Background: an optimization exercise with open tools, aiming at a short achievable clock period and few clock cycles per item. Do not read the settings as production practice. Function was checked by simulation only, so behaviour that the tests miss may differ from the original. Power and IR drop assume default switching activity.

== main ==
==> flow/design.v <==
`timescale 1ns / 1ps
module alu(a, b, sh, sh_reg, op_add, op_sub, op_slt, op_sltu, op_and, op_or, op_xor, op_nor,
           op_sll, op_srl, op_sra, y);
input  [31:0] a, b;
input  [4:0]  sh;
input         sh_reg;
input         op_add, op_sub, op_slt, op_sltu, op_and, op_or, op_xor, op_nor;
input         op_sll, op_srl, op_sra;
output [31:0] y;
wire [31:0] sum  = a + b;
wire [32:0] diff = {1'b0, a} - {1'b0, b};
wire        ltu  = diff[32];
wire        lt   = (a[31] ^ b[31]) ? a[31] : diff[31];
wire [4:0]  amt  = sh_reg ? a[4:0] : sh;
wire        big  = sh_reg & (|a[31:5]);
wire [31:0] sll  = big ? 32'h0 : (b << amt);
wire [31:0] srl  = big ? 32'h0 : (b >> amt);
wire signed [31:0] sb = b;
wire [31:0] sra_r = sb >>> amt;
wire [31:0] sra  = big ? {32{b[31]}} : sra_r;
assign y = ({32{op_add}}  & sum)
         | ({32{op_sub}}  & diff[31:0])
         | ({32{op_slt}}  & {31'h0, lt})
         | ({32{op_sltu}} & {31'h0, ltu})
         | ({32{op_and}}  & (a & b))
         | ({32{op_or}}   & (a | b))
         | ({32{op_xor}}  & (a ^ b))
         | ({32{op_nor}}  & ~(a | b))
         | ({32{op_sll}}  & sll)
         | ({32{op_srl}}  & srl)
         | ({32{op_sra}}  & sra);
endmodule
`timescale 1ns / 1ps
module decode(instr, b_imm, imm, wr, dst, ld, st, beq, bne, ble, bgt, jmp,
              op_add, op_sub, op_slt, op_sltu, op_and, op_or, op_xor, op_nor,
              op_sll, op_srl, op_sra, sh_reg);
input  [31:0] instr;
output reg        b_imm;      
output reg [31:0] imm;        
output reg        wr;         
output reg [4:0]  dst;        
output reg        ld, st, beq, bne, ble, bgt, jmp;
output reg        op_add, op_sub, op_slt, op_sltu, op_and, op_or, op_xor, op_nor;
output reg        op_sll, op_srl, op_sra, sh_reg;
wire [5:0] opc = instr[31:26];
wire [5:0] fn  = instr[5:0];
always @(*) begin
  b_imm = 1'b0; imm = {{16{instr[15]}}, instr[15:0]};
  wr = 1'b0; dst = instr[20:16];
  ld = 1'b0; st = 1'b0; beq = 1'b0; bne = 1'b0; ble = 1'b0; bgt = 1'b0; jmp = 1'b0;
  op_add = 1'b0; op_sub = 1'b0; op_slt = 1'b0; op_sltu = 1'b0;
  op_and = 1'b0; op_or = 1'b0; op_xor = 1'b0; op_nor = 1'b0;
  op_sll = 1'b0; op_srl = 1'b0; op_sra = 1'b0;
  sh_reg = (instr[10:6] == 5'd0);
  case (opc)
    6'b000000: begin
      wr = 1'b1; dst = instr[15:11];
      case (fn)
        6'b100010: op_sub = 1'b1;
        6'b101010: op_slt = 1'b1;
        6'b101011: op_sltu = 1'b1;
        6'b100100: op_and = 1'b1;
        6'b100101: op_or = 1'b1;
        6'b100111: op_nor = 1'b1;
        6'b100110: op_xor = 1'b1;
        6'b000000: op_sll = 1'b1;
        6'b000010: op_srl = 1'b1;
        6'b000011: op_sra = 1'b1;
        default:   op_add = 1'b1;
      endcase
    end
    6'b001000: begin wr = 1'b1; b_imm = 1'b1; op_add = 1'b1; end
    6'b001100: begin wr = 1'b1; b_imm = 1'b1; op_and = 1'b1; imm = {16'h0, instr[15:0]}; end
    6'b001101: begin wr = 1'b1; b_imm = 1'b1; op_or  = 1'b1; imm = {16'h0, instr[15:0]}; end
    6'b001110: begin wr = 1'b1; b_imm = 1'b1; op_xor = 1'b1; imm = {16'h0, instr[15:0]}; end
    6'b001010: begin wr = 1'b1; b_imm = 1'b1; op_slt = 1'b1; end
    6'b001011: begin wr = 1'b1; b_imm = 1'b1; op_sltu = 1'b1; imm = {16'h0, instr[15:0]}; end
    6'b100011: begin wr = 1'b1; b_imm = 1'b1; ld = 1'b1; end
    6'b101011: begin b_imm = 1'b1; st = 1'b1; end
    6'b000100: beq = 1'b1;
    6'b000101: bne = 1'b1;
    6'b000110: ble = 1'b1;
    6'b000111: bgt = 1'b1;
    6'b000010: jmp = 1'b1;
    default: ;
  endcase
end
endmodule
`timescale 1ns / 1ps
module exe(clk,rst,o_p,instr,retire,imem_addr,imem_data,dmem_addr,dmem_wdata,dmem_we,dmem_re,dmem_rdata);
input clk;
input rst;
output [31:0] instr;
output retire;
output reg [31:0] o_p;
output [31:0] imem_addr;
input [31:0] imem_data;
output [31:0] dmem_addr;
output [31:0] dmem_wdata;
output dmem_we;
output dmem_re;
input [31:0] dmem_rdata;
reg [31:0] rf [1:31];
reg [29:0] pc_f;
assign imem_addr = {pc_f, 2'b00};
wire [31:0] fi = imem_data;
wire [4:0]  f_rs = fi[25:21];
wire [4:0]  f_rt = fi[20:16];
wire        d_b_imm, d_wr, d_ld, d_st, d_beq, d_bne, d_ble, d_bgt, d_jmp;
wire [31:0] d_imm;
wire [4:0]  d_dst;
wire        d_add, d_sub, d_slt, d_sltu, d_and, d_or, d_xor, d_nor, d_sll, d_srl, d_sra, d_shr;
decode dec(.instr(fi), .b_imm(d_b_imm), .imm(d_imm), .wr(d_wr), .dst(d_dst),
           .ld(d_ld), .st(d_st), .beq(d_beq), .bne(d_bne), .ble(d_ble), .bgt(d_bgt), .jmp(d_jmp),
           .op_add(d_add), .op_sub(d_sub), .op_slt(d_slt), .op_sltu(d_sltu),
           .op_and(d_and), .op_or(d_or), .op_xor(d_xor), .op_nor(d_nor),
           .op_sll(d_sll), .op_srl(d_srl), .op_sra(d_sra), .sh_reg(d_shr));
reg         ld_m, st_m, opw_m, rfw_m, v_m;
reg  [4:0]  dst_m;
reg  [31:0] res_m, addr_m, ir_m;
wire [31:0] m_res = ld_m ? dmem_rdata : res_m;
reg         v_x, rfw_x, opw_x, ld_x, st_x, beq_x, bne_x, ble_x, bgt_x, jmp_x;
reg  [4:0]  dst_x;
reg  [31:0] ir_x, a_x, b_x, t_x;
reg         fa, fb, ft;
reg         add_x, sub_x, slt_x, sltu_x, and_x, or_x, xor_x, nor_x, sll_x, srl_x, sra_x, shr_x;
wire [31:0] rf_a = (f_rs == 5'd0) ? 32'h0 : rf[f_rs];
wire [31:0] rf_t = (f_rt == 5'd0) ? 32'h0 : rf[f_rt];
wire        fwd_ma = rfw_m & (dst_m == f_rs);
wire        fwd_mt = rfw_m & (dst_m == f_rt);
wire [31:0] f_a = fwd_ma ? m_res : rf_a;
wire [31:0] f_t = fwd_mt ? m_res : rf_t;
wire        f_rfw = d_wr & (d_dst != 5'd0);
always @(posedge clk) begin
  ir_x <= fi;
  a_x  <= f_a;
  t_x  <= f_t;
  b_x  <= d_b_imm ? d_imm : f_t;
  dst_x <= d_dst;
  fa <= rfw_x & (dst_x == f_rs);
  ft <= rfw_x & (dst_x == f_rt);
  fb <= rfw_x & (dst_x == f_rt) & ~d_b_imm;
  add_x <= d_add; sub_x <= d_sub; slt_x <= d_slt; sltu_x <= d_sltu;
  and_x <= d_and; or_x <= d_or; xor_x <= d_xor; nor_x <= d_nor;
  sll_x <= d_sll; srl_x <= d_srl; sra_x <= d_sra; shr_x <= d_shr;
  if (rst) begin
    v_x <= 1'b0; rfw_x <= 1'b0; opw_x <= 1'b0; ld_x <= 1'b0; st_x <= 1'b0;
    beq_x <= 1'b0; bne_x <= 1'b0; ble_x <= 1'b0; bgt_x <= 1'b0; jmp_x <= 1'b0;
  end else begin
    v_x <= 1'b1; rfw_x <= f_rfw; opw_x <= d_wr | d_st; ld_x <= d_ld; st_x <= d_st;
    beq_x <= d_beq; bne_x <= d_bne; ble_x <= d_ble; bgt_x <= d_bgt; jmp_x <= d_jmp;
  end
end
wire [31:0] xa = fa ? m_res : a_x;
wire [31:0] xb = fb ? m_res : b_x;
wire [31:0] xt = ft ? m_res : t_x;
wire [31:0] alu_y;
alu g1(.a(xa), .b(xb), .sh(ir_x[10:6]), .sh_reg(shr_x),
       .op_add(add_x), .op_sub(sub_x), .op_slt(slt_x), .op_sltu(sltu_x),
       .op_and(and_x), .op_or(or_x), .op_xor(xor_x), .op_nor(nor_x),
       .op_sll(sll_x), .op_srl(srl_x), .op_sra(sra_x), .y(alu_y));
wire [31:0] x_addr = xa + xb;
wire eq  = (xa == xt);
wire lts = $signed(xa) < $signed(xt);
wire taken = (beq_x & eq) | (bne_x & ~eq) | (ble_x & (lts | eq)) | (bgt_x & ~(lts | eq));
wire [29:0] pc_seq = pc_f + 30'd1;
wire [29:0] pc_br  = pc_f + {{14{ir_x[15]}}, ir_x[15:0]};
wire [29:0] pc_j   = {pc_f[29:26], ir_x[25:0]};
always @(posedge clk) begin
  if (rst) pc_f <= 30'd0;
  else if (jmp_x) pc_f <= pc_j;
  else if (taken) pc_f <= pc_br;
  else pc_f <= pc_seq;
end
always @(posedge clk) begin
  ir_m   <= ir_x;
  dst_m  <= dst_x;
  addr_m <= x_addr;
  res_m  <= st_x ? xt : alu_y;
  if (rst) begin
    v_m <= 1'b0; ld_m <= 1'b0; st_m <= 1'b0; opw_m <= 1'b0; rfw_m <= 1'b0;
  end else begin
    v_m <= v_x; ld_m <= ld_x; st_m <= st_x; opw_m <= opw_x; rfw_m <= rfw_x;
  end
end
assign dmem_addr  = addr_m;
assign dmem_wdata = res_m;
assign dmem_we    = st_m;
assign dmem_re    = ld_m;
assign instr      = ir_m;
assign retire     = v_m & ~rst;
always @(posedge clk) begin
  if (rst) o_p <= 32'h0;
  else if (opw_m) o_p <= m_res;
end
always @(posedge clk) begin
  if (rfw_m & ~rst) rf[dst_m] <= m_res;
end
endmodule
Settings: LEC_CHECK=0, CAP_MARGIN=20, CORE_MARGIN=2, CORE_UTILIZATION=40, SETUP_SLACK_MARGIN=5, SLEW_MARGIN=20; clock period 8.5 ns.
run.sh (not shown) runs the stock make flow with config.mk's settings and CLKGATE_MAP_FILE= SYNTH_SCRIPT=/design/flow/synth_recipe.tcl, a recipe that flattens the netlist after the stock synthesis.
Testbench counts of main, summed over its fixed seeds: cycles 33,927, instrs 33,735.
The inputs of the feature branch differ from those of main as listed below.
Settings: setting ABC_CLOCK_PERIOD_IN_PS to 2500 for the first time.
Notes after the runs:
- Reported for the feature branch and main, global-route usage over all layers turned out identical to the last digit.
- The feature branch | stages: all done | timing, DRC, antenna: all pass
- Between the feature branch and main, the difference in pin count of the biggest net entering global routing is negligible.
- As far as ratio of total power to cell area goes, main and the feature branch are indistinguishable; the numbers are identical.
- Diff main..the feature branch | setup total negative slack | unchanged
- Comparing the feature branch against main, there is no change at all in average vias per placed instance.
- Re setup slack: no difference whatsoever between main and the feature branch.
- The via count on the feature branch is in line with that on main.

port drivers added, routing unchanged:
Ports are ideal in the flow. The routed layouts listed here were re-timed in OpenROAD. Step 1 assumes that a clkbuf_16 drives the clock port and a buf_2 every other input. Step 2 adds t to the input delays and takes it off the output delays; t is the mean of the earliest and latest rising clock arrival at the registers after step 1. Input paths then give back, and output paths get back, about the clock's delay inside the block. Slacks: ideal / step 1 / step 2; pairs: ideal / step 1.
| run | shift t [ns] | setup WS [ns] | hold WS [ns] | slew at the worst register clock pin (ns) |
|---|---|---|---|---|
| main | 0.891 | 2.096 / 2.155 / 1.264 | 0.324 / 0.324 / 0.324 | 0.06 / 0.06 |
| the feature branch | 0.891 | 2.096 / 2.155 / 1.264 | 0.324 / 0.324 / 0.324 | 0.06 / 0.06 |
After both steps every run listed still meets setup and hold.
